This is an optimization exercise on Yosys and OpenROAD, whose aim is small area, not a production implementation. In this exercise RTL edits were held to simulation tests only and were not proved equivalent to the original. Power figures rest on the tool's default switching activity, not on a simulated workload.

--- design.v ---
module fifo (
    input            clk,
    input            rstn,
    input            we,
    input            re,
    input            soft_rst,
    input      [7:0] din,
    output reg [7:0] dout,
    output           full,
    output           empty
);
    reg [3:0] wr_pt, rd_pt;
    reg       wrap;                  
    reg [7:0] mem [15:0];
    wire same = (wr_pt == rd_pt);
    assign empty = same & ~wrap;
    assign full  = same &  wrap;
    wire do_wr = we & ~full;
    wire do_rd = re & ~empty;
    always @(posedge clk) begin
        if (!rstn || soft_rst) begin
            wr_pt <= 4'd0;
            rd_pt <= 4'd0;
            wrap  <= 1'b0;
        end else begin
            if (do_rd) rd_pt <= rd_pt + 4'd1;
            if (do_wr) wr_pt <= wr_pt + 4'd1;
            wrap <= wrap ^ (do_wr & (&wr_pt)) ^ (do_rd & (&rd_pt));
        end
    end
    always @(posedge clk)
        if (do_wr) mem[wr_pt] <= din;
    always @(posedge clk) begin
        if (!rstn || soft_rst)
            dout <= 8'd0;
        else if (do_rd)
            dout <= mem[rd_pt];
    end
endmodule
module fsm (
    input        clk, rstn, pkt_vd,
    input        fifo_full,
    input        fifo_empty0, fifo_empty1, fifo_empty2,
    input        sft_rst,
    input        parity_done, low_pkt_vd,
    input  [1:0] din,
    output       detect_add, ld_state, laf_state,
    output       lfd_state, write_enb_reg, rst_in_reg, busy
);
    localparam decode_address     = 3'b000,
               load_first_data    = 3'b001,
               load_data          = 3'b010,
               wait_till_empty    = 3'b011,
               load_parity        = 3'b100,
               check_parity_error = 3'b101,
               fifo_full_state    = 3'b110,
               load_after_full    = 3'b111;
    reg [2:0] pst, nst;
    always @(posedge clk) begin
        if (!rstn || sft_rst)
            pst <= decode_address;
        else
            pst <= nst;
    end
    reg sel_empty;
    always @(*) begin
        case (din)
            2'd0: sel_empty = fifo_empty0;
            2'd1: sel_empty = fifo_empty1;
            default: sel_empty = fifo_empty2;
        endcase
    end
    always @(*) begin
        nst = decode_address;
        case (pst)
            decode_address:
                if (pkt_vd && din != 2'd3)
                    nst = sel_empty ? load_first_data : wait_till_empty;
            load_first_data:
                nst = load_data;
            load_data:
                nst = fifo_full ? fifo_full_state : (pkt_vd ? load_data : load_parity);
            wait_till_empty:
                nst = (fifo_empty0 || fifo_empty1 || fifo_empty2) ? load_first_data : wait_till_empty;
            load_parity:
                nst = check_parity_error;
            check_parity_error:
                nst = fifo_full ? fifo_full_state : decode_address;
            fifo_full_state:
                nst = fifo_full ? fifo_full_state : load_after_full;
            load_after_full:
                nst = parity_done ? decode_address : (low_pkt_vd ? load_parity : load_data);
        endcase
    end
    assign detect_add    = (pst == decode_address);
    assign lfd_state     = (pst == load_first_data);
    assign ld_state      = (pst == load_data);
    assign laf_state     = (pst == load_after_full);
    assign write_enb_reg = (pst == load_data || pst == load_parity || pst == load_after_full);
    assign rst_in_reg    = (pst == check_parity_error);
    assign busy          = !(pst == load_data || pst == decode_address);
endmodule
module register (
    input        clk, rstn, pkt_vd, fifo_full, rst_in_reg,
    input        detect_addr, ld_state, laf_state,
    input  [7:0] din,
    output reg   parity_done, low_pkt_vd, error,
    output reg [7:0] dout
);
    reg [7:0] fifo_full_reg;
    reg [7:0] pkt_parity_reg;
    reg [7:0] itrnl_parity_reg;
    always @(posedge clk) begin
        if (detect_addr || (ld_state && !fifo_full))
            dout <= din;
        else if (laf_state)
            dout <= fifo_full_reg;
    end
    always @(posedge clk) begin
        if (!rstn)
            fifo_full_reg <= 8'b0;
        else if (ld_state && fifo_full)
            fifo_full_reg <= din;
    end
    always @(posedge clk) begin
        if (!rstn)
            pkt_parity_reg <= 8'b0;
        else if (!pkt_vd && ld_state)
            pkt_parity_reg <= din;
    end
    always @(posedge clk) begin
        if (detect_addr)
            itrnl_parity_reg <= din;
        else if (ld_state && pkt_vd)
            itrnl_parity_reg <= itrnl_parity_reg ^ din;
    end
    always @(posedge clk) begin
        if (!rstn)
            error <= 1'b0;
        else if (parity_done)
            error <= (itrnl_parity_reg != pkt_parity_reg);
    end
    always @(posedge clk) begin
        if (!rstn)
            parity_done <= 1'b0;
        else
            parity_done <= !pkt_vd && ((ld_state && !fifo_full) || laf_state);
    end
    always @(posedge clk) begin
        if (!rstn)
            low_pkt_vd <= 1'b0;
        else if (rst_in_reg)
            low_pkt_vd <= 1'b0;
        else if (ld_state && !pkt_vd)
            low_pkt_vd <= 1'b1;
    end
endmodule
module synchronizer_block (
    input        clk, rstn,
    input        detect_addr, write_enb_reg,
    input        re0, re1, re2,
    input        e0, e1, e2,
    input        f0, f1, f2,
    input  [1:0] din,
    output reg   fifo_full,
    output       vo0, vo1, vo2,
    output       sr0, sr1, sr2,
    output reg [2:0] we
);
    reg [1:0] address;
    reg [4:0] count_0, count_1, count_2;
    always @(posedge clk) begin
        if (!rstn)
            address <= 2'b00;
        else if (detect_addr)
            address <= din;
    end
    always @(*) begin
        we = 3'b000;
        if (write_enb_reg)
            case (address)
                2'b00: we = 3'b001;
                2'b01: we = 3'b010;
                2'b10: we = 3'b100;
                default: we = 3'b000;
            endcase
    end
    always @(*) begin
        case (address)
            2'b00: fifo_full = f0;
            2'b01: fifo_full = f1;
            2'b10: fifo_full = f2;
            default: fifo_full = 1'b0;
        endcase
    end
    assign vo0 = ~e0;
    assign vo1 = ~e1;
    assign vo2 = ~e2;
    assign sr0 = &count_0;
    assign sr1 = &count_1;
    assign sr2 = &count_2;
    always @(posedge clk) begin
        if (!rstn || e0 || re0) count_0 <= 5'd0;
        else                    count_0 <= (count_0 + 5'd1) | {4'd0, sr0};
    end
    always @(posedge clk) begin
        if (!rstn || e1 || re1) count_1 <= 5'd0;
        else                    count_1 <= (count_1 + 5'd1) | {4'd0, sr1};
    end
    always @(posedge clk) begin
        if (!rstn || e2 || re2) count_2 <= 5'd0;
        else                    count_2 <= (count_2 + 5'd1) | {4'd0, sr2};
    end
endmodule
module top_module (
    input         clk, rstn,
    input         pkt_vd,
    input         re0, re1, re2,
    input  [7:0]  din,
    output        vo0, vo1, vo2,
    output        busy, error,
    output [7:0]  dout0, dout1, dout2
);
    wire sr0, sr1, sr2;
    wire parity_done, fifo_full, low_pkt_vd;
    wire fe0, fe1, fe2;
    wire full0, full1, full2;
    wire detect_addr, ld_state, laf_state, write_enb_reg;
    wire lfd_state, rst_int_reg;
    wire [2:0] we;
    wire [7:0] data_out;
    fifo f1 (.clk(clk), .rstn(rstn), .we(we[0]), .re(re0), .soft_rst(sr0),
             .din(data_out), .dout(dout0), .full(full0), .empty(fe0));
    fifo f2 (.clk(clk), .rstn(rstn), .we(we[1]), .re(re1), .soft_rst(sr1),
             .din(data_out), .dout(dout1), .full(full1), .empty(fe1));
    fifo f3 (.clk(clk), .rstn(rstn), .we(we[2]), .re(re2), .soft_rst(sr2),
             .din(data_out), .dout(dout2), .full(full2), .empty(fe2));
    fsm fb (
        .clk(clk), .rstn(rstn), .pkt_vd(pkt_vd), .din(din[1:0]),
        .fifo_full(fifo_full),
        .fifo_empty0(fe0), .fifo_empty1(fe1), .fifo_empty2(fe2),
        .sft_rst(sr0 | sr1 | sr2),
        .parity_done(parity_done), .low_pkt_vd(low_pkt_vd),
        .detect_add(detect_addr), .ld_state(ld_state), .laf_state(laf_state),
        .lfd_state(lfd_state), .write_enb_reg(write_enb_reg),
        .rst_in_reg(rst_int_reg), .busy(busy)
    );
    register r1 (
        .clk(clk), .rstn(rstn), .pkt_vd(pkt_vd), .fifo_full(fifo_full),
        .rst_in_reg(rst_int_reg),
        .detect_addr(detect_addr), .ld_state(ld_state), .laf_state(laf_state),
        .din(din),
        .parity_done(parity_done), .low_pkt_vd(low_pkt_vd), .error(error),
        .dout(data_out)
    );
    synchronizer_block s1 (
        .clk(clk), .rstn(rstn),
        .detect_addr(detect_addr), .write_enb_reg(write_enb_reg),
        .re0(re0), .re1(re1), .re2(re2),
        .e0(fe0), .e1(fe1), .e2(fe2),
        .f0(full0), .f1(full1), .f2(full2),
        .din(din[1:0]),
        .vo0(vo0), .vo1(vo1), .vo2(vo2),
        .sr0(sr0), .sr1(sr1), .sr2(sr2),
        .fifo_full(fifo_full), .we(we)
    );
endmodule
--- run.sh ---
#!/bin/bash
# synth_recipe.tcl (not shown) runs the flow's synth.tcl, then flattens the netlist and writes it again
# the make line also repeats each setting of config.mk as NAME=value (left out here)
make -C /OpenROAD-flow-scripts/flow DESIGN_CONFIG=/design/flow/config.mk WORK_HOME=/design/flow/orfs CLKGATE_MAP_FILE= SYNTH_SCRIPT=/design/flow/synth_recipe.tcl finish
--- config.mk ---
export PLATFORM = sky130hd
export DESIGN_NAME = top_module
export DESIGN_NICKNAME = top_module
export VERILOG_FILES = /design/flow/design.v
export SDC_FILE = /design/flow/constraint.sdc
export NUM_CORES = 4
export LEC_CHECK = 0
export CAP_MARGIN = 20
export CORE_MARGIN = 2
export CORE_UTILIZATION = 40
export SLEW_MARGIN = 20
--- constraint.sdc ---
create_clock -name core_clock -period 5.0 [get_ports {clk}]
set_input_delay 1.0000 -clock core_clock [delete_from_list [all_inputs] [get_ports {clk}]]
set_output_delay 1.0000 -clock core_clock [all_outputs]
set_load 0.01 [all_outputs]
==> flow_results.xml, run 1 <==
<?xml version="1.0" encoding="UTF-8"?>
<metrics>
  <group name="run_status">
    <metric name="status" unit="">no timing/DRC/antenna violations</metric>
  </group>
  <group name="floorplanning">
    <metric name="floorplan.die_area" unit="um2">52000</metric>
    <metric name="io_pins" unit="">43</metric>
    <metric name="die_height" unit="um">228</metric>
    <metric name="start_util" unit="">0.402</metric>
    <metric name="design.core.area" unit="um2">49900</metric>
    <metric name="placementRows" unit="">82</metric>
    <metric name="die_width" unit="um">228</metric>
  </group>
  <group name="cells_and_area">
    <metric name="final_cell_count_no_fill" unit="">1932</metric>
    <metric name="reg.largest.list" unit="">f1.mem (128), f2.mem (128), f3.mem (128)</metric>
    <metric name="syn2layout_area_growth" unit="%">13.5</metric>
    <metric name="number_of_nets_in_the_final_layout" unit="">1255</metric>
    <metric name="fillCellCount" unit="">4305</metric>
    <metric name="drive_above_1_share" unit="">0.198</metric>
    <metric name="antennaDiodeCount" unit="">0</metric>
  </group>
  <group name="grt">
    <metric name="antenna_violations_before_repair" unit="">1</metric>
    <metric name="first_pass_grt_wire_length" unit="um">64400</metric>
    <metric name="globalRouteOverflowTotal" unit="">0</metric>
    <metric name="pin_count_of_the_biggest_net_entering_global_routing" unit="">49</metric>
    <metric name="via_count_of_the_first_global_routing_pass" unit="">10500</metric>
    <metric name="gr-usage-all-layers" unit="">0.162</metric>
  </group>
  <group name="clocking">
    <metric name="clock_tree.htree_level_count" unit="">2</metric>
    <metric name="cts_buffer_depth" unit="">3</metric>
    <metric name="tritoncts" unit="">done</metric>
    <metric name="postCtsSetupRepairBufs" unit="">0</metric>
    <metric name="cts_made_buffers" unit="">48</metric>
    <metric name="post_cts_resize_count" unit="">0</metric>
    <metric name="clkLatencyLatePin" unit="ns">0.59</metric>
    <metric name="cts_root_buffer" unit="">sky130_fd_sc_hd__clkbuf_16</metric>
    <metric name="cts.clk_slew.worst_paths" unit="ns">0.06</metric>
    <metric name="cts_num_sinks" unit="">490</metric>
    <metric name="cts_hold_buf" unit="">0</metric>
  </group>
  <group name="hold_path">
    <metric name="worst_hold_class" unit="">reg -&gt; reg</metric>
    <metric name="hold_end" unit="">s1.count_1[0]$_SDFF_PP0_</metric>
    <metric name="min_path_cells" unit="">1</metric>
    <metric name="hp-start" unit="">s1.count_1[0]$_SDFF_PP0_</metric>
  </group>
  <group name="synthesis">
    <metric name="synth_async_sr_flop_share" unit="">0</metric>
    <metric name="dominantRegCellSynth" unit="">sky130_fd_sc_hd__edfxtp_1</metric>
    <metric name="synth_seq_area_share" unit="">0.688</metric>
    <metric name="synthTopCellsByCount" unit="">sky130_fd_sc_hd__edfxtp_1, sky130_fd_sc_hd__mux4_2, sky130_fd_sc_hd__nor2_1</metric>
    <metric name="post_synth.cell_area_avg" unit="um2">17.1</metric>
    <metric name="yosys_register_bits" unit="">490</metric>
    <metric name="count_of_yosys_warnings_during_synthesis" unit="">4</metric>
    <metric name="synth_area_leaders" unit="">sky130_fd_sc_hd__edfxtp_1, sky130_fd_sc_hd__mux4_2, sky130_fd_sc_hd__dfxtp_1</metric>
    <metric name="synth_cells" unit="">1172</metric>
    <metric name="synth.cell_area" unit="um2">20100</metric>
    <metric name="area_fraction_of_the_dominant_cell_type_after_synthesis" unit="">0.599</metric>
    <metric name="synthDominantAreaCellType" unit="">sky130_fd_sc_hd__edfxtp_1</metric>
    <metric name="synth.distinct_cells" unit="">63</metric>
    <metric name="synth.most_common_cell" unit="">sky130_fd_sc_hd__edfxtp_1</metric>
    <metric name="count_of_flip_flops_with_a_built_in_enable_after_synthesis" unit="">400</metric>
    <metric name="postSynthNetCount" unit="">1207</metric>
  </group>
  <group name="sta">
    <metric name="final.period_utilization" unit="">0.744</metric>
    <metric name="timing_max_transition_violations_final" unit="">0</metric>
    <metric name="rsz0062_at_grt" unit="">no</metric>
    <metric name="final.setup.tns" unit="ns">0</metric>
    <metric name="worst_hold_slack" unit="ns">0.469</metric>
    <metric name="final_hold_viol_count" unit="">0</metric>
    <metric name="finalClockSkew" unit="ns">0.0284</metric>
    <metric name="timing.max_slew.rel_slack" unit="">0.309</metric>
    <metric name="tightest_slew" unit="ns">1.03</metric>
    <metric name="setup_viol" unit="">0</metric>
    <metric name="min_period" unit="ns">3.72</metric>
    <metric name="max_freq" unit="MHz">269</metric>
  </group>
  <group name="critical_path">
    <metric name="crit_fanout" unit="">11</metric>
    <metric name="rr_worst_depth" unit="">4</metric>
    <metric name="critPathArrivalTime" unit="ns">2.72</metric>
    <metric name="rr_endpoint" unit="">f1.mem[3][6]$_DFFE_PP_</metric>
    <metric name="worst_setup_path_start_kind" unit="">register</metric>
    <metric name="req_time_crit_path" unit="ns">4.00</metric>
    <metric name="worst_setup_path_end_kind" unit="">primary output</metric>
    <metric name="setup.worst_path.class" unit="">reg -&gt; out</metric>
    <metric name="ff2ff_setup_slack" unit="ns">1.48</metric>
    <metric name="reg2reg_from" unit="">fb.pst[1]$_SDFF_PP0_</metric>
  </group>
  <group name="routing">
    <metric name="via_per_inst" unit="">5.27</metric>
    <metric name="first_iter_violations" unit="">866</metric>
    <metric name="totalWireLength" unit="um">41500</metric>
    <metric name="detail_route.wl_per_cell" unit="um">21.5</metric>
    <metric name="dr_total_vias" unit="">10200</metric>
    <metric name="firstDrtPassIters" unit="">5</metric>
    <metric name="ant_nets" unit="">0</metric>
    <metric name="route.detailed.drc" unit="">0</metric>
  </group>
  <group name="pwr">
    <metric name="irDropWorstVdd" unit="uV">241</metric>
    <metric name="cell_area_power_density" unit="nW/um2">398</metric>
    <metric name="leakage_power_of_the_design" unit="nW">7.21</metric>
  </group>
  <group name="placed_design">
    <metric name="placed_cells_incl_taps" unit="">1842</metric>
    <metric name="placement.io_buffers" unit="">42</metric>
    <metric name="dpl.hpwl" unit="um">26400</metric>
    <metric name="globalplace.congestion" unit="">0.773</metric>
  </group>
  <group name="run">
    <metric name="drv_cap" unit="">0</metric>
  </group>
</metrics>
cells by family (layout without fill, tap and decap cells):
| family | after synthesis | count (layout) | synth area share |
|---|---|---|---|
| simple gates | 277 | 277 | 0.0656 |
| compound gates | 84 | 84 | 0.0331 |
| mux | 158 | 158 | 0.154 |
| xor+xnor | 54 | 54 | 0.0262 |
| flops | 490 | 490 | 0.688 |
| buf+inv | 88 | 176 | 0.0200 |
| fa+ha+maj | 21 | 21 | 0.0131 |
critical path, stage by stage (launching register included):
cell                              delay, ns
sky130_fd_sc_hd__dfxtp_1               0.79
sky130_fd_sc_hd__xnor2_2               0.20
sky130_fd_sc_hd__and4_1                0.45
sky130_fd_sc_hd__nand2_1               0.19
sky130_fd_sc_hd__clkdlybuf4s50_1       0.51
worst max path at each step:
stage / startpoint / endpoint / slack (ns)
final: f3.rd_pt[3]$_SDFFE_PP0P_ / vo2 / 1.28
after global routing: f3.rd_pt[3]$_SDFFE_PP0P_ / vo2 / 1.09
after CTS: f3.rd_pt[3]$_SDFFE_PP0P_ / vo2 / 1.19
after detailed placement: fb.pst[1]$_SDFF_PP0_ / f1.mem[0][2]$_DFFE_PP_ / 1.45
after global placement: fb.pst[1]$_SDFF_PP0_ / f1.mem[1][2]$_DFFE_PP_ / 1.61
after floorplan: f3.rd_pt[0]$_SDFFE_PP0P_ / f3.mem[2][0]$_DFFE_PP_ / 2.56
area by class of cell:
| cell class | instances | area [um2] | area share |
|---|---|---|---|
| Clock inverter | 22 | 180 | 0.00791 |
| Clock buffer | 68 | 1370 | 0.0601 |
| Tap cell | 672 | 841 | 0.0369 |
| Inverter | 23 | 86.3 | 0.00379 |
| Sequential cell | 490 | 13800 | 0.607 |
| Multi-Input combinational cell | 594 | 5900 | 0.259 |
| Timing Repair Buffer | 63 | 578 | 0.0254 |
power breakdown:
| group | switching, mW | leakage [nW] | internal, mW | total, mW |
|---|---|---|---|---|
| clock | 1.49 | 0.762 | 2.02 | 3.51 |
| combinational | 0.490 | 2.12 | 0.300 | 0.790 |
| sequential | 0.110 | 4.32 | 4.65 | 4.76 |
per-stage QoR:
step           utilization  area (um2)  setup WS, ns  total power [mW]
2_1_floorplan            -       20100          2.56              5.32
3_3_place_gp         0.425       21200          1.61              5.64
3_5_place_dp         0.425       21200          1.45              5.66
4_1_cts              0.456       22700          1.19              9.18
5_1_grt              0.457       22800          1.09              9.40
6_report             0.457       22800          1.28              9.06
layout by cell type (no fill, tap or decap), types with 5 or more instances in the layout:
cell type and n:
sky130_fd_sc_hd__a21boi_0 12, sky130_fd_sc_hd__a21oi_1 15, sky130_fd_sc_hd__and3_1 6, sky130_fd_sc_hd__buf_4 21
sky130_fd_sc_hd__clkbuf_1 13, sky130_fd_sc_hd__clkbuf_16 50, sky130_fd_sc_hd__clkbuf_8 5, sky130_fd_sc_hd__clkdlybuf4s50_1 42
sky130_fd_sc_hd__clkinv_2 13, sky130_fd_sc_hd__dfxtp_1 87, sky130_fd_sc_hd__edfxtp_1 400, sky130_fd_sc_hd__ha_1 21
sky130_fd_sc_hd__inv_1 22, sky130_fd_sc_hd__mux2i_1 38, sky130_fd_sc_hd__mux4_2 120, sky130_fd_sc_hd__nand2_1 75
sky130_fd_sc_hd__nand2b_1 10, sky130_fd_sc_hd__nand3_1 24, sky130_fd_sc_hd__nand4_1 7, sky130_fd_sc_hd__nor2_1 100
sky130_fd_sc_hd__nor3_1 5, sky130_fd_sc_hd__nor3_2 12, sky130_fd_sc_hd__nor3b_1 6, sky130_fd_sc_hd__o211ai_1 8
sky130_fd_sc_hd__o21ai_0 7, sky130_fd_sc_hd__o311ai_0 8, sky130_fd_sc_hd__or3_1 5, sky130_fd_sc_hd__or4_1 8
sky130_fd_sc_hd__xnor2_1 21, sky130_fd_sc_hd__xnor2_2 7, sky130_fd_sc_hd__xor2_1 26
per-layer routing:
layer / global-route usage / vias up / part of all wire
met1: 0.226 / 5209 / 0.45
met3: 0.0230 / 42 / 0.047
met4: 0.0498 / 0 / 0.020
met5: 0 / - / 0
met2: 0.265 / 240 / 0.49
li1: - / 4684 / -
==> run 2: changes to the inputs <==
--- a/config.mk
+++ b/config.mk
@@ -8,4 +8,5 @@
 export CAP_MARGIN = 20
 export CORE_MARGIN = 2
 export CORE_UTILIZATION = 40
+export CTS_BUF_LIST = sky130_fd_sc_hd__clkbuf_4
 export SLEW_MARGIN = 20
==> flow_results.xml, run 2 <==
<?xml version="1.0" encoding="UTF-8"?>
<metrics>
  <group name="cells_and_area">
    <metric name="seq_area" unit="um2">13800</metric>
    <metric name="multi_input_logic_area" unit="um2">5900</metric>
    <metric name="syn2layout_area_growth" unit="%">13.7</metric>
    <metric name="mostFrequentLayoutCells" unit="">sky130_fd_sc_hd__edfxtp_1, sky130_fd_sc_hd__clkbuf_4, sky130_fd_sc_hd__mux4_2</metric>
    <metric name="fillCellCount" unit="">4415</metric>
    <metric name="number_of_nets_in_the_final_layout" unit="">1327</metric>
    <metric name="finish.instance_area" unit="um2">22800</metric>
    <metric name="layout_commonest_cell" unit="">sky130_fd_sc_hd__edfxtp_1</metric>
    <metric name="drive_above_1_share" unit="">0.269</metric>
    <metric name="reg.largest.list" unit="">f1.mem (128), f2.mem (128), f3.mem (128)</metric>
  </group>
  <group name="run_status">
    <metric name="status" unit="">no timing/DRC/antenna violations</metric>
  </group>
  <group name="synthesis">
    <metric name="dominantRegCellSynth" unit="">sky130_fd_sc_hd__edfxtp_1</metric>
    <metric name="synth.distinct_cells" unit="">63</metric>
    <metric name="area_fraction_of_the_dominant_cell_type_after_synthesis" unit="">0.599</metric>
    <metric name="synth.cell_area" unit="um2">20100</metric>
    <metric name="synth.most_common_cell" unit="">sky130_fd_sc_hd__edfxtp_1</metric>
    <metric name="synth_seq_area_share" unit="">0.688</metric>
    <metric name="count_of_flip_flops_with_a_built_in_enable_after_synthesis" unit="">400</metric>
    <metric name="yosys_register_bits" unit="">490</metric>
    <metric name="synth_async_sr_flop_share" unit="">0</metric>
    <metric name="postSynthNetCount" unit="">1207</metric>
    <metric name="synth_cells" unit="">1172</metric>
    <metric name="synthDominantAreaCellType" unit="">sky130_fd_sc_hd__edfxtp_1</metric>
    <metric name="synthTopCellsByCount" unit="">sky130_fd_sc_hd__edfxtp_1, sky130_fd_sc_hd__mux4_2, sky130_fd_sc_hd__nor2_1</metric>
    <metric name="synth_area_leaders" unit="">sky130_fd_sc_hd__edfxtp_1, sky130_fd_sc_hd__mux4_2, sky130_fd_sc_hd__dfxtp_1</metric>
    <metric name="post_synth.cell_area_avg" unit="um2">17.1</metric>
    <metric name="count_of_yosys_warnings_during_synthesis" unit="">4</metric>
  </group>
  <group name="pwr">
    <metric name="power.switching" unit="mW">2.12</metric>
    <metric name="p_int" unit="mW">6.76</metric>
    <metric name="leakage_power_of_the_design" unit="nW">7.41</metric>
    <metric name="power.share.switching" unit="">0.239</metric>
    <metric name="seq_power_share" unit="">0.536</metric>
    <metric name="irDropWorstVdd" unit="uV">210</metric>
    <metric name="clock_power_share" unit="">0.375</metric>
    <metric name="share_comb_of_total_power" unit="">0.089</metric>
    <metric name="cell_area_power_density" unit="nW/um2">389</metric>
    <metric name="total_power" unit="mW">8.88</metric>
  </group>
  <group name="hold_path">
    <metric name="hp-start" unit="">s1.count_1[0]$_SDFF_PP0_</metric>
    <metric name="min_path_cells" unit="">1</metric>
    <metric name="hold_end" unit="">s1.count_1[0]$_SDFF_PP0_</metric>
    <metric name="worst_hold_class" unit="">reg -&gt; reg</metric>
  </group>
  <group name="critical_path">
    <metric name="rr_worst_depth" unit="">4</metric>
    <metric name="reg2reg_from" unit="">fb.pst[1]$_SDFF_PP0_</metric>
    <metric name="ff2ff_setup_slack" unit="ns">1.46</metric>
    <metric name="critPathArrivalTime" unit="ns">2.97</metric>
    <metric name="rr_endpoint" unit="">f1.mem[3][5]$_DFFE_PP_</metric>
    <metric name="setup.worst_path.class" unit="">reg -&gt; out</metric>
    <metric name="crit_fanout" unit="">11</metric>
    <metric name="worst_setup_path_end_kind" unit="">primary output</metric>
    <metric name="req_time_crit_path" unit="ns">4.00</metric>
    <metric name="worst_setup_path_start_kind" unit="">register</metric>
  </group>
  <group name="floorplanning">
    <metric name="die_width" unit="um">228</metric>
    <metric name="io_pins" unit="">43</metric>
    <metric name="design.core.area" unit="um2">49900</metric>
    <metric name="start_util" unit="">0.402</metric>
    <metric name="placementRows" unit="">82</metric>
    <metric name="die_height" unit="um">228</metric>
    <metric name="floorplan.die_area" unit="um2">52000</metric>
  </group>
  <group name="run">
    <metric name="drv_cap" unit="">0</metric>
  </group>
  <group name="clocking">
    <metric name="cts_root_buffer" unit="">sky130_fd_sc_hd__clkbuf_4</metric>
    <metric name="cts_hold_buf" unit="">0</metric>
    <metric name="cts_buffer_depth" unit="">3</metric>
    <metric name="clkLatencyLatePin" unit="ns">0.85</metric>
    <metric name="cts_num_sinks" unit="">490</metric>
    <metric name="cts.clk_slew.worst_paths" unit="ns">0.07</metric>
    <metric name="clock_tree.htree_level_count" unit="">3</metric>
    <metric name="cts_made_buffers" unit="">120</metric>
    <metric name="post_cts_resize_count" unit="">0</metric>
    <metric name="tritoncts" unit="">done</metric>
    <metric name="postCtsSetupRepairBufs" unit="">0</metric>
  </group>
  <group name="sta">
    <metric name="timing_max_transition_violations_final" unit="">0</metric>
    <metric name="final.setup.tns" unit="ns">0</metric>
    <metric name="finalClockSkew" unit="ns">0.0658</metric>
    <metric name="timing.max_slew.rel_slack" unit="">0.310</metric>
    <metric name="max_freq" unit="MHz">252</metric>
    <metric name="worst_hold_slack" unit="ns">0.474</metric>
    <metric name="tightest_slew" unit="ns">1.03</metric>
    <metric name="final_hold_viol_count" unit="">0</metric>
    <metric name="setup_viol" unit="">0</metric>
    <metric name="rsz0062_at_grt" unit="">no</metric>
    <metric name="final.period_utilization" unit="">0.794</metric>
    <metric name="min_period" unit="ns">3.97</metric>
    <metric name="post-route-worst-setup-slack" unit="ns">1.03</metric>
  </group>
  <group name="routing">
    <metric name="totalWireLength" unit="um">42000</metric>
    <metric name="via_per_inst" unit="">5.15</metric>
    <metric name="route.detailed.drc" unit="">0</metric>
    <metric name="first_iter_violations" unit="">891</metric>
    <metric name="detail_route.wl_per_cell" unit="um">20.3</metric>
    <metric name="dr_total_vias" unit="">10600</metric>
    <metric name="ant_nets" unit="">0</metric>
    <metric name="firstDrtPassIters" unit="">5</metric>
  </group>
  <group name="placed_design">
    <metric name="globalplace.congestion" unit="">0.773</metric>
    <metric name="dpl.hpwl" unit="um">26400</metric>
    <metric name="placement.io_buffers" unit="">42</metric>
    <metric name="place_area" unit="um2">21200</metric>
    <metric name="pre_cts_ws" unit="ns">1.45</metric>
  </group>
  <group name="grt">
    <metric name="pin_count_of_the_biggest_net_entering_global_routing" unit="">49</metric>
    <metric name="globalRouteOverflowTotal" unit="">0</metric>
    <metric name="gr-usage-all-layers" unit="">0.165</metric>
    <metric name="antenna_violations_before_repair" unit="">2</metric>
    <metric name="via_count_of_the_first_global_routing_pass" unit="">11100</metric>
    <metric name="first_pass_grt_wire_length" unit="um">65800</metric>
  </group>
</metrics>
run 2: cell types whose count changed in the layout (fill, tap and decap cells not counted), sizes merged:
cell,delta
clkbuf,+120
clkinv,+13
clkinvlp,-3
diode,+1
inv,+1
run 2: critical path, cell delays in order (launching register included):
cell and delay [ns]:
sky130_fd_sc_hd__dfxtp_1 0.79, sky130_fd_sc_hd__xnor2_1 0.23, sky130_fd_sc_hd__and4_4 0.28, sky130_fd_sc_hd__nand2_1 0.23, sky130_fd_sc_hd__clkdlybuf4s50_1 0.59
run 2: worst max-delay path by stage:
stage	startpoint	endpoint	slack (ns)	depth (start not counted)
CTS	f3.rd_pt[3]$_SDFFE_PP0P_	vo2	0.89	4
detailed placement	fb.pst[1]$_SDFF_PP0_	f1.mem[0][2]$_DFFE_PP_	1.45	5
global route	f2.rd_pt[3]$_SDFFE_PP0P_	vo1	0.80	4
global placement	fb.pst[1]$_SDFF_PP0_	f1.mem[1][2]$_DFFE_PP_	1.61	5
finish	f2.rd_pt[3]$_SDFFE_PP0P_	vo1	1.03	4
floorplan	f3.rd_pt[0]$_SDFFE_PP0P_	f3.mem[2][0]$_DFFE_PP_	2.56	7
run 2: through the flow:
stage | util | std cells
4_1_cts | 0.457 | 2063
5_1_grt | 0.458 | 2064
2_1_floorplan | - | 1172
3_5_place_dp | 0.425 | 1842
6_report | 0.458 | 2064
3_3_place_gp | 0.425 | 1842
run 2: logic make-up (layout without fill, tap and decap cells):
kind of cell             count (synthesis)  count (layout)  share of synthesized area
XOR/XNOR                                54              54                     0.0262
multiplexers                           158             158                      0.154
flip-flops                             490             490                      0.688
AO/OA/AOI/OAI                           84              84                     0.0331
AND/OR/NAND/NOR                        277             277                     0.0656
buffers and inverters                   88             307                     0.0200
adder cells (fa/ha/maj)                 21              21                     0.0131
other                                    0               1                          0
run 2: area by class of cell:
class | count | area share
flip-flops and latches | 490 | 0.605
multi-input cells | 594 | 0.258
clock buffers | 188 | 0.0618
well taps | 672 | 0.0368
diodes | 1 | 0.000110
inverters | 23 | 0.00378
clock inverters | 33 | 0.00828
repair buffers | 63 | 0.0253
run 2: power groups by stage:
stage          Clock (mW)  Combinational [mW]  Sequential, mW
5_1_grt              3.67               0.865            4.77
3_3_place_gp            0               0.798            4.85
4_1_cts              3.46               0.810            4.76
3_5_place_dp            0               0.808            4.85
6_report             3.33               0.789            4.76
2_1_floorplan           0               0.452            4.87
run 2: metal layers:
metal | global-route usage | part of all wire
met5 | 0 | 0
met4 | 0.0613 | 0.017
met3 | 0.0330 | 0.050
met2 | 0.268 | 0.49
met1 | 0.223 | 0.44
==> run 3: changes to the inputs <==
--- a/config.mk
+++ b/config.mk
@@ -7,6 +7,7 @@
 export LEC_CHECK = 0
 export CAP_MARGIN = 20
 export CORE_MARGIN = 2
-export CORE_UTILIZATION = 40
-export CTS_BUF_LIST = sky130_fd_sc_hd__clkbuf_4
+export CORE_UTILIZATION = 60
+export CTS_BUF_LIST = sky130_fd_sc_hd__clkbuf_2 sky130_fd_sc_hd__clkbuf_4
+export CTS_CLUSTER_SIZE = 20
 export SLEW_MARGIN = 20
==> flow_results.xml, run 3 <==
<?xml version="1.0" encoding="UTF-8"?>
<metrics>
  <group name="hold_path">
    <metric name="worst_hold_class" unit="">reg -&gt; reg</metric>
  </group>
  <group name="routing">
    <metric name="firstDrtPassIters" unit="">7</metric>
    <metric name="totalWireLength" unit="um">41500</metric>
    <metric name="via_per_inst" unit="">5.89</metric>
    <metric name="dr_total_vias" unit="">10800</metric>
    <metric name="route.detailed.drc" unit="">0</metric>
    <metric name="detail_route.wl_per_cell" unit="um">22.6</metric>
    <metric name="first_iter_violations" unit="">1055</metric>
    <metric name="ant_nets" unit="">0</metric>
  </group>
  <group name="clocking">
    <metric name="clkLatencyLatePin" unit="ns">0.79</metric>
    <metric name="tritoncts" unit="">done</metric>
    <metric name="clock_tree.htree_level_count" unit="">3</metric>
    <metric name="cts_made_buffers" unit="">119</metric>
    <metric name="cts_root_buffer" unit="">sky130_fd_sc_hd__clkbuf_4</metric>
    <metric name="cts_num_sinks" unit="">490</metric>
    <metric name="cts_hold_buf" unit="">0</metric>
    <metric name="postCtsSetupRepairBufs" unit="">0</metric>
    <metric name="cts.clk_slew.worst_paths" unit="ns">0.06</metric>
    <metric name="cts_buffer_depth" unit="">3</metric>
    <metric name="post_cts_resize_count" unit="">0</metric>
  </group>
  <group name="cells_and_area">
    <metric name="number_of_nets_in_the_final_layout" unit="">1329</metric>
    <metric name="layout_commonest_cell" unit="">sky130_fd_sc_hd__edfxtp_1</metric>
    <metric name="reg.largest.list" unit="">f1.mem (128), f2.mem (128), f3.mem (128)</metric>
    <metric name="drive_above_1_share" unit="">0.267</metric>
    <metric name="final_cell_count_no_fill" unit="">1833</metric>
    <metric name="mostFrequentLayoutCells" unit="">sky130_fd_sc_hd__edfxtp_1, sky130_fd_sc_hd__clkbuf_4, sky130_fd_sc_hd__mux4_2</metric>
    <metric name="syn2layout_area_growth" unit="%">12.2</metric>
  </group>
  <group name="sta">
    <metric name="final.setup.tns" unit="ns">0</metric>
    <metric name="max_freq" unit="MHz">238</metric>
    <metric name="final_hold_viol_count" unit="">0</metric>
    <metric name="tightest_slew" unit="ns">1.10</metric>
    <metric name="timing_max_transition_violations_final" unit="">0</metric>
    <metric name="min_period" unit="ns">4.20</metric>
    <metric name="finalClockSkew" unit="ns">0.0429</metric>
    <metric name="rsz0062_at_grt" unit="">no</metric>
    <metric name="setup_viol" unit="">0</metric>
    <metric name="timing.max_slew.rel_slack" unit="">0.264</metric>
    <metric name="final.period_utilization" unit="">0.839</metric>
  </group>
  <group name="synthesis">
    <metric name="synth_seq_area_share" unit="">0.688</metric>
    <metric name="dominantRegCellSynth" unit="">sky130_fd_sc_hd__edfxtp_1</metric>
    <metric name="synthTopCellsByCount" unit="">sky130_fd_sc_hd__edfxtp_1, sky130_fd_sc_hd__mux4_2, sky130_fd_sc_hd__nor2_1</metric>
    <metric name="synth_async_sr_flop_share" unit="">0</metric>
    <metric name="synth.distinct_cells" unit="">63</metric>
    <metric name="count_of_yosys_warnings_during_synthesis" unit="">4</metric>
    <metric name="synthDominantAreaCellType" unit="">sky130_fd_sc_hd__edfxtp_1</metric>
    <metric name="synth.most_common_cell" unit="">sky130_fd_sc_hd__edfxtp_1</metric>
    <metric name="area_fraction_of_the_dominant_cell_type_after_synthesis" unit="">0.599</metric>
    <metric name="count_of_flip_flops_with_a_built_in_enable_after_synthesis" unit="">400</metric>
    <metric name="synth_cells" unit="">1172</metric>
    <metric name="yosys_register_bits" unit="">490</metric>
    <metric name="postSynthNetCount" unit="">1207</metric>
    <metric name="synth_area_leaders" unit="">sky130_fd_sc_hd__edfxtp_1, sky130_fd_sc_hd__mux4_2, sky130_fd_sc_hd__dfxtp_1</metric>
    <metric name="post_synth.cell_area_avg" unit="um2">17.1</metric>
    <metric name="synth.cell_area" unit="um2">20100</metric>
  </group>
  <group name="critical_path">
    <metric name="worst_setup_path_start_kind" unit="">register</metric>
    <metric name="critical-path-slowest-cell" unit="">sky130_fd_sc_hd__nor2_1</metric>
    <metric name="worstPathCellList" unit="">nor2_1, clkinv_1, clkdlybuf4s50_1</metric>
    <metric name="critPathBufInv" unit="">2</metric>
    <metric name="worst_setup_path_end_kind" unit="">primary output</metric>
    <metric name="setup.worst_path.class" unit="">reg -&gt; out</metric>
    <metric name="crit_fanout" unit="">18</metric>
    <metric name="req_time_crit_path" unit="ns">4.00</metric>
    <metric name="critical-path-top-delay-family" unit="">buffers and inverters</metric>
    <metric name="critPathArrivalTime" unit="ns">3.20</metric>
    <metric name="critical-path-max-stage-delay" unit="ns">0.68</metric>
  </group>
  <group name="grt">
    <metric name="antenna_violations_before_repair" unit="">1</metric>
    <metric name="globalRouteOverflowTotal" unit="">0</metric>
    <metric name="gr-usage-all-layers" unit="">0.244</metric>
    <metric name="first_pass_grt_wire_length" unit="um">63900</metric>
    <metric name="pin_count_of_the_biggest_net_entering_global_routing" unit="">49</metric>
    <metric name="via_count_of_the_first_global_routing_pass" unit="">10900</metric>
  </group>
  <group name="floorplanning">
    <metric name="start_util" unit="">0.614</metric>
    <metric name="floorplan.die_area" unit="um2">34900</metric>
    <metric name="die_height" unit="um">187</metric>
    <metric name="io_pins" unit="">43</metric>
    <metric name="placementRows" unit="">66</metric>
    <metric name="design.core.area" unit="um2">32700</metric>
    <metric name="die_width" unit="um">187</metric>
  </group>
  <group name="placed_design">
    <metric name="globalplace.congestion" unit="">0.790</metric>
    <metric name="placement.io_buffers" unit="">42</metric>
    <metric name="dpl.hpwl" unit="um">25300</metric>
    <metric name="placed_cells_incl_taps" unit="">1615</metric>
  </group>
  <group name="pwr">
    <metric name="cell_area_power_density" unit="nW/um2">393</metric>
    <metric name="total_power" unit="mW">8.84</metric>
    <metric name="leakage_power_of_the_design" unit="nW">7.39</metric>
    <metric name="irDropWorstVdd" unit="uV">312</metric>
  </group>
  <group name="run">
    <metric name="drv_cap" unit="">0</metric>
  </group>
  <group name="run_status">
    <metric name="status" unit="">no timing/DRC/antenna violations</metric>
  </group>
</metrics>
run 3: cell counts after synthesis:
Identical to the previous run, type by type.
run 3: per-layer routing:
metal / global-route usage / part of all wire
met4: 0.0675 / 0.016
met3: 0.0542 / 0.068
met1: 0.359 / 0.44
met5: 0 / 0
met2: 0.374 / 0.48
run 3: path summary, 6_finish.rpt:
path / endpoint / slack (ns) / startpoint / cells past startpoint
max: busy / 0.80 / fb.pst[0]$_SDFF_PP0_ / 3
min: s1.count_2[0]$_SDFF_PP0_ / 0.48 / s1.count_2[0]$_SDFF_PP0_ / 1
max reg2reg: f1.mem[1][0]$_DFFE_PP_ / 1.53 / fb.pst[1]$_SDFF_PP0_ / 5
min reg2reg: s1.count_2[0]$_SDFF_PP0_ / 0.48 / s1.count_2[0]$_SDFF_PP0_ / 1
run 3: power breakdown:
part           switching, mW  internal [mW]
sequential            0.0886           4.65
clock                   1.52           1.76
combinational          0.519          0.300
total                   2.13           6.71
run 3: area by class of cell:
cell class / instances / area, um2
well taps: 442 / 553
inverters: 23 / 86.3
flip-flops and latches: 490 / 13800
fillers: 2294 / 10200
clock inverters: 27 / 131
multi-input cells: 594 / 5890
repair buffers: 66 / 601
diodes: 1 / 2.50
clock buffers: 190 / 1430
run 3: stage by stage:
step / cell area [um2] / setup slack, ns / util / hold slack, ns
6_report: 22500 / 0.805 / 0.688 / 0.475
5_1_grt: 22500 / 0.523 / 0.688 / 0.486
4_1_cts: 22500 / 0.764 / 0.687 / 0.477
3_5_place_dp: 20900 / 1.46 / 0.640 / 0.460
3_3_place_gp: 20900 / 1.64 / 0.640 / 0.456
2_1_floorplan: 20100 / 2.56 / - / 0.437
run 3: cells by family (layout without fill, tap and decap cells):
group | count (synthesis) | after routing | share of synthesized area
xor gates and xnor gates | 54 | 54 | 0.0262
DFF | 490 | 490 | 0.688
other | 0 | 1 | 0
muxes | 158 | 158 | 0.154
AOI/OAI and AO/OA | 84 | 84 | 0.0331
and+or+nand+nor | 277 | 277 | 0.0656
adders and majority gates | 21 | 21 | 0.0131
buffers and inverters | 88 | 306 | 0.0200
==> run 4: changes to the inputs <==
==> flow/run.sh (new file) <==
#!/bin/bash
export CTS_ARGS="-sink_clustering_enable -repair_clock_nets -buf_list sky130_fd_sc_hd__clkbuf_8 -dont_use_dummy_load -sink_clustering_size 20 -sink_clustering_max_diameter 40"
bash standard.sh > standard.log 2>&1
==> standard.sh (new file) <==
#!/bin/bash
# synth_recipe.tcl (not shown) runs the flow's synth.tcl, then flattens the netlist and writes it again
# the make line also repeats each setting of config.mk as NAME=value (left out here)
make -C /OpenROAD-flow-scripts/flow DESIGN_CONFIG=/design/flow/config.mk WORK_HOME=/design/flow/orfs CLKGATE_MAP_FILE= SYNTH_SCRIPT=/design/flow/synth_recipe.tcl "${@:-finish}"
==> config.mk (replaced) <==
export PLATFORM = sky130hd
export DESIGN_NAME = top_module
export DESIGN_NICKNAME = top_module
export VERILOG_FILES = /design/flow/design.v
export SDC_FILE = /design/flow/constraint.sdc
export NUM_CORES = 4
export LEC_CHECK = 0
export ABC_AREA = 1
export CAP_MARGIN = 20
export CORE_MARGIN = 2
export CORE_UTILIZATION = 55
export SLEW_MARGIN = 20
removed: run.sh
==> flow_results.xml, run 4 <==
<?xml version="1.0" encoding="UTF-8"?>
<metrics>
  <group name="floorplanning">
    <metric name="start_util" unit="">0.558</metric>
    <metric name="die_height" unit="um">194</metric>
    <metric name="io_pins" unit="">43</metric>
    <metric name="placementRows" unit="">69</metric>
    <metric name="design.core.area" unit="um2">35600</metric>
    <metric name="die_width" unit="um">194</metric>
    <metric name="floorplan.die_area" unit="um2">37600</metric>
  </group>
  <group name="cells_and_area">
    <metric name="drive_above_1_share" unit="">0.0651</metric>
    <metric name="reg.largest.list" unit="">f1.mem (128), f2.mem (128), f3.mem (128)</metric>
    <metric name="antennaDiodeCount" unit="">0</metric>
    <metric name="final_cell_count_no_fill" unit="">2227</metric>
    <metric name="syn2layout_area_growth" unit="%">7.75</metric>
    <metric name="number_of_nets_in_the_final_layout" unit="">1803</metric>
    <metric name="mostFrequentLayoutCells" unit="">sky130_fd_sc_hd__edfxtp_1, sky130_fd_sc_hd__nor2_1, sky130_fd_sc_hd__o21ai_0</metric>
    <metric name="fillCellCount" unit="">2932</metric>
    <metric name="multi_input_logic_area" unit="um2">5280</metric>
    <metric name="seq_area" unit="um2">13800</metric>
    <metric name="layout_commonest_cell" unit="">sky130_fd_sc_hd__edfxtp_1</metric>
  </group>
  <group name="synthesis">
    <metric name="synth_async_sr_flop_share" unit="">0</metric>
    <metric name="dominantRegCellSynth" unit="">sky130_fd_sc_hd__edfxtp_1</metric>
    <metric name="count_of_flip_flops_with_a_built_in_enable_after_synthesis" unit="">400</metric>
    <metric name="synth_seq_area_share" unit="">0.696</metric>
    <metric name="synth_area_leaders" unit="">sky130_fd_sc_hd__edfxtp_1, sky130_fd_sc_hd__dfxtp_1, sky130_fd_sc_hd__nor2_1</metric>
    <metric name="synth_cells" unit="">1733</metric>
    <metric name="synthDominantAreaCellType" unit="">sky130_fd_sc_hd__edfxtp_1</metric>
    <metric name="count_of_yosys_warnings_during_synthesis" unit="">4</metric>
    <metric name="post_synth.cell_area_avg" unit="um2">11.5</metric>
    <metric name="area_fraction_of_the_dominant_cell_type_after_synthesis" unit="">0.605</metric>
    <metric name="synthTopCellsByCount" unit="">sky130_fd_sc_hd__edfxtp_1, sky130_fd_sc_hd__nor2_1, sky130_fd_sc_hd__o21ai_0</metric>
    <metric name="yosys_register_bits" unit="">490</metric>
    <metric name="synth.most_common_cell" unit="">sky130_fd_sc_hd__edfxtp_1</metric>
    <metric name="synth.distinct_cells" unit="">38</metric>
    <metric name="postSynthNetCount" unit="">1768</metric>
    <metric name="synth.cell_area" unit="um2">19900</metric>
  </group>
  <group name="critical_path">
    <metric name="worst_setup_path_end_kind" unit="">primary output</metric>
    <metric name="critPathArrivalTime" unit="ns">2.76</metric>
    <metric name="req_time_crit_path" unit="ns">4.00</metric>
    <metric name="critical-path-slowest-cell" unit="">sky130_fd_sc_hd__dfxtp_1</metric>
    <metric name="path_common_cell" unit="">sky130_fd_sc_hd__nand2_1</metric>
    <metric name="worst_setup_path_start_kind" unit="">register</metric>
    <metric name="critical-path-max-stage-delay" unit="ns">0.83</metric>
    <metric name="rr_worst_depth" unit="">9</metric>
    <metric name="worstPathCellList" unit="">inv_1, nand2_1, nand2_1, nor2_1, nand3_2, clkdlybuf4s50_1</metric>
    <metric name="setup.worst_path.class" unit="">reg -&gt; out</metric>
    <metric name="critPathLaunch" unit="">f2.rd_pt[1]$_SDFFE_PP0P_</metric>
    <metric name="reg2reg_from" unit="">f1.rd_pt[0]$_SDFFE_PP0P_</metric>
    <metric name="crit_fanout" unit="">21</metric>
  </group>
  <group name="sta">
    <metric name="min_period" unit="ns">3.76</metric>
    <metric name="timing_max_transition_violations_final" unit="">0</metric>
    <metric name="tightest_slew" unit="ns">1.11</metric>
    <metric name="setup_viol" unit="">0</metric>
    <metric name="final.period_utilization" unit="">0.752</metric>
    <metric name="final.setup.tns" unit="ns">0</metric>
    <metric name="final_hold_viol_count" unit="">0</metric>
    <metric name="rsz0062_at_grt" unit="">no</metric>
    <metric name="max_freq" unit="MHz">266</metric>
    <metric name="finalClockSkew" unit="ns">0.0355</metric>
    <metric name="timing.max_slew.rel_slack" unit="">0.261</metric>
  </group>
  <group name="routing">
    <metric name="dr_total_vias" unit="">13000</metric>
    <metric name="totalWireLength" unit="um">46700</metric>
    <metric name="firstDrtPassIters" unit="">5</metric>
    <metric name="detail_route.wl_per_cell" unit="um">21.0</metric>
    <metric name="route.detailed.drc" unit="">0</metric>
    <metric name="ant_nets" unit="">0</metric>
    <metric name="via_per_inst" unit="">5.85</metric>
    <metric name="first_iter_violations" unit="">1252</metric>
  </group>
  <group name="placed_design">
    <metric name="placed_cells_incl_taps" unit="">2172</metric>
    <metric name="placement.io_buffers" unit="">42</metric>
    <metric name="dpl.hpwl" unit="um">28200</metric>
    <metric name="globalplace.congestion" unit="">0.883</metric>
  </group>
  <group name="grt">
    <metric name="globalRouteOverflowTotal" unit="">0</metric>
    <metric name="grt-busiest-layer" unit="">met2</metric>
    <metric name="pin_count_of_the_biggest_net_entering_global_routing" unit="">68</metric>
    <metric name="met3_usage" unit="">0.0412</metric>
    <metric name="use_met2" unit="">0.394</metric>
    <metric name="via_count_of_the_first_global_routing_pass" unit="">12500</metric>
    <metric name="antenna_violations_before_repair" unit="">0</metric>
    <metric name="gr-usage-all-layers" unit="">0.250</metric>
    <metric name="use_met1" unit="">0.366</metric>
    <metric name="first_pass_grt_wire_length" unit="um">72600</metric>
  </group>
  <group name="hold_path">
    <metric name="hp-start" unit="">s1.count_1[0]$_SDFF_PP0_</metric>
    <metric name="worst_hold_class" unit="">reg -&gt; reg</metric>
    <metric name="min_path_cells" unit="">1</metric>
  </group>
  <group name="clocking">
    <metric name="cts_root_buffer" unit="">sky130_fd_sc_hd__clkbuf_8</metric>
    <metric name="postCtsSetupRepairBufs" unit="">0</metric>
    <metric name="clock_tree.htree_level_count" unit="">2</metric>
    <metric name="clkLatencyLatePin" unit="ns">0.65</metric>
    <metric name="cts_made_buffers" unit="">55</metric>
    <metric name="tritoncts" unit="">done</metric>
    <metric name="cts.clk_slew.worst_paths" unit="ns">0.07</metric>
    <metric name="cts_hold_buf" unit="">0</metric>
    <metric name="post_cts_resize_count" unit="">0</metric>
    <metric name="cts_buffer_depth" unit="">3</metric>
    <metric name="cts_num_sinks" unit="">490</metric>
  </group>
  <group name="pwr">
    <metric name="cell_area_power_density" unit="nW/um2">410</metric>
    <metric name="total_power" unit="mW">8.77</metric>
    <metric name="irDropWorstVdd" unit="uV">314</metric>
    <metric name="leakage_power_of_the_design" unit="nW">7.28</metric>
  </group>
  <group name="run_status">
    <metric name="status" unit="">no timing/DRC/antenna violations</metric>
  </group>
  <group name="run">
    <metric name="drv_cap" unit="">0</metric>
  </group>
</metrics>
run 4: cell types whose count changed after synthesis, sizes merged, moves of 35 or more:
cell	delta
nor2	+250
mux2i	-38
inv	+73
mux4	-120
o21ai	+243
nand2	+86
o221ai	+35
o22ai	+50
run 4: power by group:
part	internal [mW]	switching, mW	leakage, nW
registers	4.69	0.146	4.37
clock network	0.972	1.28	0.395
logic	0.503	1.18	2.52
run 4: final timing paths:
| path | end | slack (ns) |
|---|---|---|
| worst min register to register | s1.count_1[0]$_SDFF_PP0_ | 0.47 |
| worst max-delay path | vo1 | 1.24 |
| worst min-delay path | s1.count_1[0]$_SDFF_PP0_ | 0.47 |
| worst max register to register | f1.mem[11][6]$_DFFE_PP_ | 2.26 |
run 4: cell families (layout without fill, tap and decap cells):
group           after synthesis  after routing  share of synthesized area
flops                       490            490                      0.696
buf+inv                     184            217                     0.0381
simple gates                586            586                      0.121
compound gates              435            435                      0.124
xor+xnor                     17             17                    0.00750
fa+ha+maj                    21             21                     0.0132
run 4: layer usage:
metal | up-vias | share of wire
met4 | 0 | 0.018
met1 | 6355 | 0.45
met2 | 397 | 0.47
met3 | 73 | 0.059
li1 | 6205 | -
met5 | - | 0
run 4: through the flow:
stage | cell area [um2] | hold WS [ns] | util | setup WS, ns
floorplan | 19900 | 0.437 | - | 3.00
global placement | 20600 | 0.452 | 0.580 | 1.92
detailed placement | 20600 | 0.464 | 0.580 | 1.84
CTS | 21400 | 0.474 | 0.601 | 1.21
global route | 21400 | 0.500 | 0.601 | 1.06
finish | 21400 | 0.471 | 0.601 | 1.24
run 4: area by class of cell:
| class | count | share of cell area |
|---|---|---|
| Tap cell | 461 | 0.0270 |
| Inverter | 98 | 0.0173 |
| Multi-Input combinational cell | 1059 | 0.247 |
| Clock buffer | 55 | 0.0354 |
| Timing Repair Buffer | 64 | 0.0274 |
| Sequential cell | 490 | 0.646 |
run 4: worst max-delay path, delay by kind of cell, from the launching register on:
| family | cells | cell delay (ns) |
|---|---|---|
| buf+inv | 2 | 0.70 |
| flops | 1 | 0.83 |
| simple gates | 4 | 0.58 |
==> run 5: changes to the inputs <==
==> flow/run.sh (replaced) <==
#!/bin/bash
export CTS_ARGS="-sink_clustering_enable -repair_clock_nets -buf_list sky130_fd_sc_hd__clkbuf_8 -dont_use_dummy_load -sink_clustering_size 16 -sink_clustering_max_diameter 50"
bash standard.sh > standard.log 2>&1
--- a/config.mk
+++ b/config.mk
@@ -5,8 +5,7 @@
 export SDC_FILE = /design/flow/constraint.sdc
 export NUM_CORES = 4
 export LEC_CHECK = 0
-export ABC_AREA = 1
 export CAP_MARGIN = 20
 export CORE_MARGIN = 2
-export CORE_UTILIZATION = 55
+export CORE_UTILIZATION = 40
 export SLEW_MARGIN = 20
==> flow_results.xml, run 5 <==
<?xml version="1.0" encoding="UTF-8"?>
<metrics>
  <group name="clocking">
    <metric name="clock_tree.htree_level_count" unit="">2</metric>
    <metric name="clkLatencyLatePin" unit="ns">0.63</metric>
    <metric name="cts_root_buffer" unit="">sky130_fd_sc_hd__clkbuf_8</metric>
    <metric name="cts_made_buffers" unit="">43</metric>
    <metric name="cts_num_sinks" unit="">490</metric>
    <metric name="postCtsSetupRepairBufs" unit="">0</metric>
    <metric name="post_cts_resize_count" unit="">0</metric>
    <metric name="cts.clk_slew.worst_paths" unit="ns">0.07</metric>
    <metric name="tritoncts" unit="">done</metric>
    <metric name="cts_buffer_depth" unit="">3</metric>
    <metric name="cts_hold_buf" unit="">0</metric>
  </group>
  <group name="grt">
    <metric name="antenna_violations_before_repair" unit="">1</metric>
    <metric name="pin_count_of_the_biggest_net_entering_global_routing" unit="">49</metric>
    <metric name="via_count_of_the_first_global_routing_pass" unit="">10300</metric>
    <metric name="globalRouteOverflowTotal" unit="">0</metric>
    <metric name="gr-usage-all-layers" unit="">0.161</metric>
    <metric name="first_pass_grt_wire_length" unit="um">63800</metric>
  </group>
  <group name="synthesis">
    <metric name="synthAdderAreaFrac" unit="">0.0131</metric>
    <metric name="synth_async_sr_flop_share" unit="">0</metric>
    <metric name="dominantRegCellSynth" unit="">sky130_fd_sc_hd__edfxtp_1</metric>
    <metric name="synth.most_common_cell" unit="">sky130_fd_sc_hd__edfxtp_1</metric>
    <metric name="synth.cell_area" unit="um2">20100</metric>
    <metric name="area_fraction_of_the_dominant_cell_type_after_synthesis" unit="">0.599</metric>
    <metric name="synthMuxAreaShare" unit="">0.154</metric>
    <metric name="synth_seq_area_share" unit="">0.688</metric>
    <metric name="synth_top_family_by_area" unit="">multiplexers</metric>
    <metric name="synthDominantAreaCellType" unit="">sky130_fd_sc_hd__edfxtp_1</metric>
    <metric name="count_of_flip_flops_with_a_built_in_enable_after_synthesis" unit="">400</metric>
    <metric name="count_of_yosys_warnings_during_synthesis" unit="">4</metric>
    <metric name="xor_and_xnor_fraction_of_the_mapped_netlist_area" unit="">0.0262</metric>
    <metric name="yosys_register_bits" unit="">490</metric>
    <metric name="post_synth.cell_area_avg" unit="um2">17.1</metric>
    <metric name="synthTopCellsByCount" unit="">sky130_fd_sc_hd__edfxtp_1, sky130_fd_sc_hd__mux4_2, sky130_fd_sc_hd__nor2_1</metric>
    <metric name="synth_cells" unit="">1172</metric>
    <metric name="postSynthNetCount" unit="">1207</metric>
    <metric name="synth-compound-area-share" unit="">0.0331</metric>
    <metric name="synthSimpleGateAreaFrac" unit="">0.0656</metric>
    <metric name="synth_area_leaders" unit="">sky130_fd_sc_hd__edfxtp_1, sky130_fd_sc_hd__mux4_2, sky130_fd_sc_hd__dfxtp_1</metric>
    <metric name="synth.distinct_cells" unit="">63</metric>
  </group>
  <group name="cells_and_area">
    <metric name="final_core_utilization" unit="">0.437</metric>
    <metric name="layout_commonest_cell" unit="">sky130_fd_sc_hd__edfxtp_1</metric>
    <metric name="drive_above_1_share" unit="">0.180</metric>
    <metric name="reg.largest.list" unit="">f1.mem (128), f2.mem (128), f3.mem (128)</metric>
    <metric name="antennaDiodeCount" unit="">0</metric>
    <metric name="number_of_nets_in_the_final_layout" unit="">1250</metric>
    <metric name="syn2layout_area_growth" unit="%">8.70</metric>
    <metric name="finish.instance_area" unit="um2">21800</metric>
    <metric name="mostFrequentLayoutCells" unit="">sky130_fd_sc_hd__edfxtp_1, sky130_fd_sc_hd__mux4_2, sky130_fd_sc_hd__nor2_1</metric>
  </group>
  <group name="routing">
    <metric name="wirelength_met1" unit="um">18700</metric>
    <metric name="totalWireLength" unit="um">41300</metric>
    <metric name="route.detailed.drc" unit="">0</metric>
    <metric name="first_iter_violations" unit="">882</metric>
    <metric name="firstDrtPassIters" unit="">5</metric>
    <metric name="routed.top_layer" unit="">met4</metric>
    <metric name="via_per_inst" unit="">5.35</metric>
    <metric name="routed_length_on_met3" unit="um">1640</metric>
    <metric name="dr_total_vias" unit="">10100</metric>
    <metric name="routed-wl-met2" unit="um">19900</metric>
    <metric name="detail_route.wl_per_cell" unit="um">21.9</metric>
    <metric name="ant_nets" unit="">0</metric>
  </group>
  <group name="sta">
    <metric name="timing_max_transition_violations_final" unit="">0</metric>
    <metric name="worst_hold_slack" unit="ns">0.470</metric>
    <metric name="max_freq" unit="MHz">265</metric>
    <metric name="timing.max_slew.rel_slack" unit="">0.291</metric>
    <metric name="min_period" unit="ns">3.77</metric>
    <metric name="finalClockSkew" unit="ns">0.0443</metric>
    <metric name="setup_viol" unit="">0</metric>
    <metric name="tightest_slew" unit="ns">1.06</metric>
    <metric name="final.period_utilization" unit="">0.754</metric>
    <metric name="rsz0062_at_grt" unit="">no</metric>
    <metric name="final.setup.tns" unit="ns">0</metric>
    <metric name="final_hold_viol_count" unit="">0</metric>
  </group>
  <group name="pwr">
    <metric name="power.switching" unit="mW">1.81</metric>
    <metric name="cell_area_power_density" unit="nW/um2">345</metric>
    <metric name="clock_power_share" unit="">0.263</metric>
    <metric name="power.share.switching" unit="">0.240</metric>
    <metric name="share_comb_of_total_power" unit="">0.105</metric>
    <metric name="irDropWorstVdd" unit="uV">218</metric>
    <metric name="p_int" unit="mW">5.72</metric>
    <metric name="leakage_power_of_the_design" unit="nW">6.75</metric>
    <metric name="seq_power_share" unit="">0.632</metric>
  </group>
  <group name="critical_path">
    <metric name="crit_fanout" unit="">11</metric>
    <metric name="worst_setup_path_start_kind" unit="">register</metric>
    <metric name="critPathArrivalTime" unit="ns">2.77</metric>
    <metric name="setup.worst_path.class" unit="">reg -&gt; out</metric>
    <metric name="worst_setup_path_end_kind" unit="">primary output</metric>
    <metric name="req_time_crit_path" unit="ns">4.00</metric>
  </group>
  <group name="run_status">
    <metric name="status" unit="">no timing/DRC/antenna violations</metric>
  </group>
  <group name="hold_path">
    <metric name="worst_hold_class" unit="">reg -&gt; reg</metric>
  </group>
  <group name="floorplanning">
    <metric name="die_width" unit="um">228</metric>
    <metric name="design.core.area" unit="um2">49900</metric>
    <metric name="die_height" unit="um">228</metric>
    <metric name="start_util" unit="">0.402</metric>
    <metric name="io_pins" unit="">43</metric>
    <metric name="placementRows" unit="">82</metric>
    <metric name="floorplan.die_area" unit="um2">52000</metric>
  </group>
  <group name="placed_design">
    <metric name="place_area" unit="um2">21200</metric>
    <metric name="globalplace.congestion" unit="">0.773</metric>
    <metric name="dpl.hpwl" unit="um">26400</metric>
    <metric name="placement.io_buffers" unit="">42</metric>
  </group>
  <group name="run">
    <metric name="drv_cap" unit="">0</metric>
  </group>
</metrics>
## run 5: cell count changes after synthesis, moves of 35 or more
cell	before	now
sky130_fd_sc_hd__nor2_1	341	100
sky130_fd_sc_hd__mux4_2	0	120
sky130_fd_sc_hd__inv_1	84	22
sky130_fd_sc_hd__o221ai_1	36	1
sky130_fd_sc_hd__nand2_1	152	75
sky130_fd_sc_hd__o22ai_1	51	1
sky130_fd_sc_hd__o21ai_0	251	11
sky130_fd_sc_hd__mux2i_1	0	38
## run 5: per-stage QoR
stage / setup WS, ns / instances / total power, mW
2_1_floorplan: 2.56 / 1172 / 5.32
3_3_place_gp: 1.61 / 1842 / 5.64
3_5_place_dp: 1.45 / 1842 / 5.66
4_1_cts: 1.13 / 1885 / 7.63
5_1_grt: 1.05 / 1885 / 7.83
6_report: 1.23 / 1885 / 7.52
## run 5: logic make-up (layout without fill, tap and decap cells)
family | count (synthesis) | count (layout)
compound gates | 84 | 84
xor+xnor | 54 | 54
fa+ha+maj | 21 | 21
buf+inv | 88 | 129
flops | 490 | 490
mux | 158 | 158
simple gates | 277 | 277
## run 5: power by group through the flow
stage / clock network, mW / logic (mW) / registers (mW)
after floorplan: 0 / 0.452 / 4.87
after global placement: 0 / 0.798 / 4.85
after detailed placement: 0 / 0.808 / 4.85
after CTS: 2.06 / 0.810 / 4.76
after global routing: 2.19 / 0.864 / 4.77
final: 1.98 / 0.790 / 4.76
## run 5: per-layer routing
metal,vias up,track usage
li1,4618,-
met1,5184,0.225
met2,216,0.263
met3,60,0.0220
met4,0,0.0515
met5,-,0
## run 5: final timing paths
| kind | startpoint | to | slack (ns) | cells past startpoint |
|---|---|---|---|---|
| worst min register to register | s1.count_1[0]$_SDFF_PP0_ | s1.count_1[0]$_SDFF_PP0_ | 0.47 | 1 |
| worst min-delay path | s1.count_1[0]$_SDFF_PP0_ | s1.count_1[0]$_SDFF_PP0_ | 0.47 | 1 |
| worst max-delay path | f3.rd_pt[3]$_SDFFE_PP0P_ | vo2 | 1.23 | 4 |
| worst max register to register | fb.pst[1]$_SDFF_PP0_ | f1.mem[3][3]$_DFFE_PP_ | 1.52 | 4 |
## run 5: worst max-delay path, cell delays in order, from the launching register on
cell and delay [ns]:
sky130_fd_sc_hd__dfxtp_1 0.81, sky130_fd_sc_hd__xnor2_2 0.20, sky130_fd_sc_hd__and4_1 0.46, sky130_fd_sc_hd__nand2_1 0.19
sky130_fd_sc_hd__clkdlybuf4s50_1 0.51
## run 5: cell type report
| cell class | instances | area [um2] |
|---|---|---|
| Tap cell | 672 | 841 |
| Multi-Input combinational cell | 594 | 5900 |
| Timing Repair Buffer | 63 | 578 |
| Clock buffer | 43 | 592 |
| Fill cell | 4372 | 28100 |
| Inverter | 23 | 86.3 |
| Sequential cell | 490 | 13800 |

-- what the ideal ports hide --
How much do the figures lean on ideal ports? The routed layouts below were timed once more, with nothing changed but the port constraints. Step 1 (the two cells are an assumption about what drives the block):
set clk [get_ports {clk}]
set_driving_cell -lib_cell sky130_fd_sc_hd__clkbuf_16 $clk
set_driving_cell -lib_cell sky130_fd_sc_hd__buf_2 [delete_from_list [all_inputs] $clk]
Step 2 adds t to the input delays and takes it off the output delays; t is the mean of the earliest and latest rising clock arrival at the registers after step 1. Input paths then give back, and output paths get back, about the clock's delay inside the block. Slacks: no drivers / after step 1 / after step 2; pairs: no drivers / after step 1.
run | t (ns) | setup WS [ns] | worst setup path after step 2 | clock arrival spread, ns
run 1 | 0.630 | 1.280 / 1.227 / 1.476 | register to register | 0.028 / 0.028
run 2 | 0.861 | 1.029 / 0.982 / 1.460 | register to register | 0.071 / 0.071
run 3 | 0.811 | 0.805 / 0.760 / 1.535 | register to register | 0.044 / 0.044
run 4 | 0.677 | 1.241 / 1.192 / 1.838 | input to register | 0.036 / 0.036
run 5 | 0.653 | 1.229 / 1.179 / 1.524 | register to register | 0.044 / 0.045
After both steps every run listed still meets setup and hold.
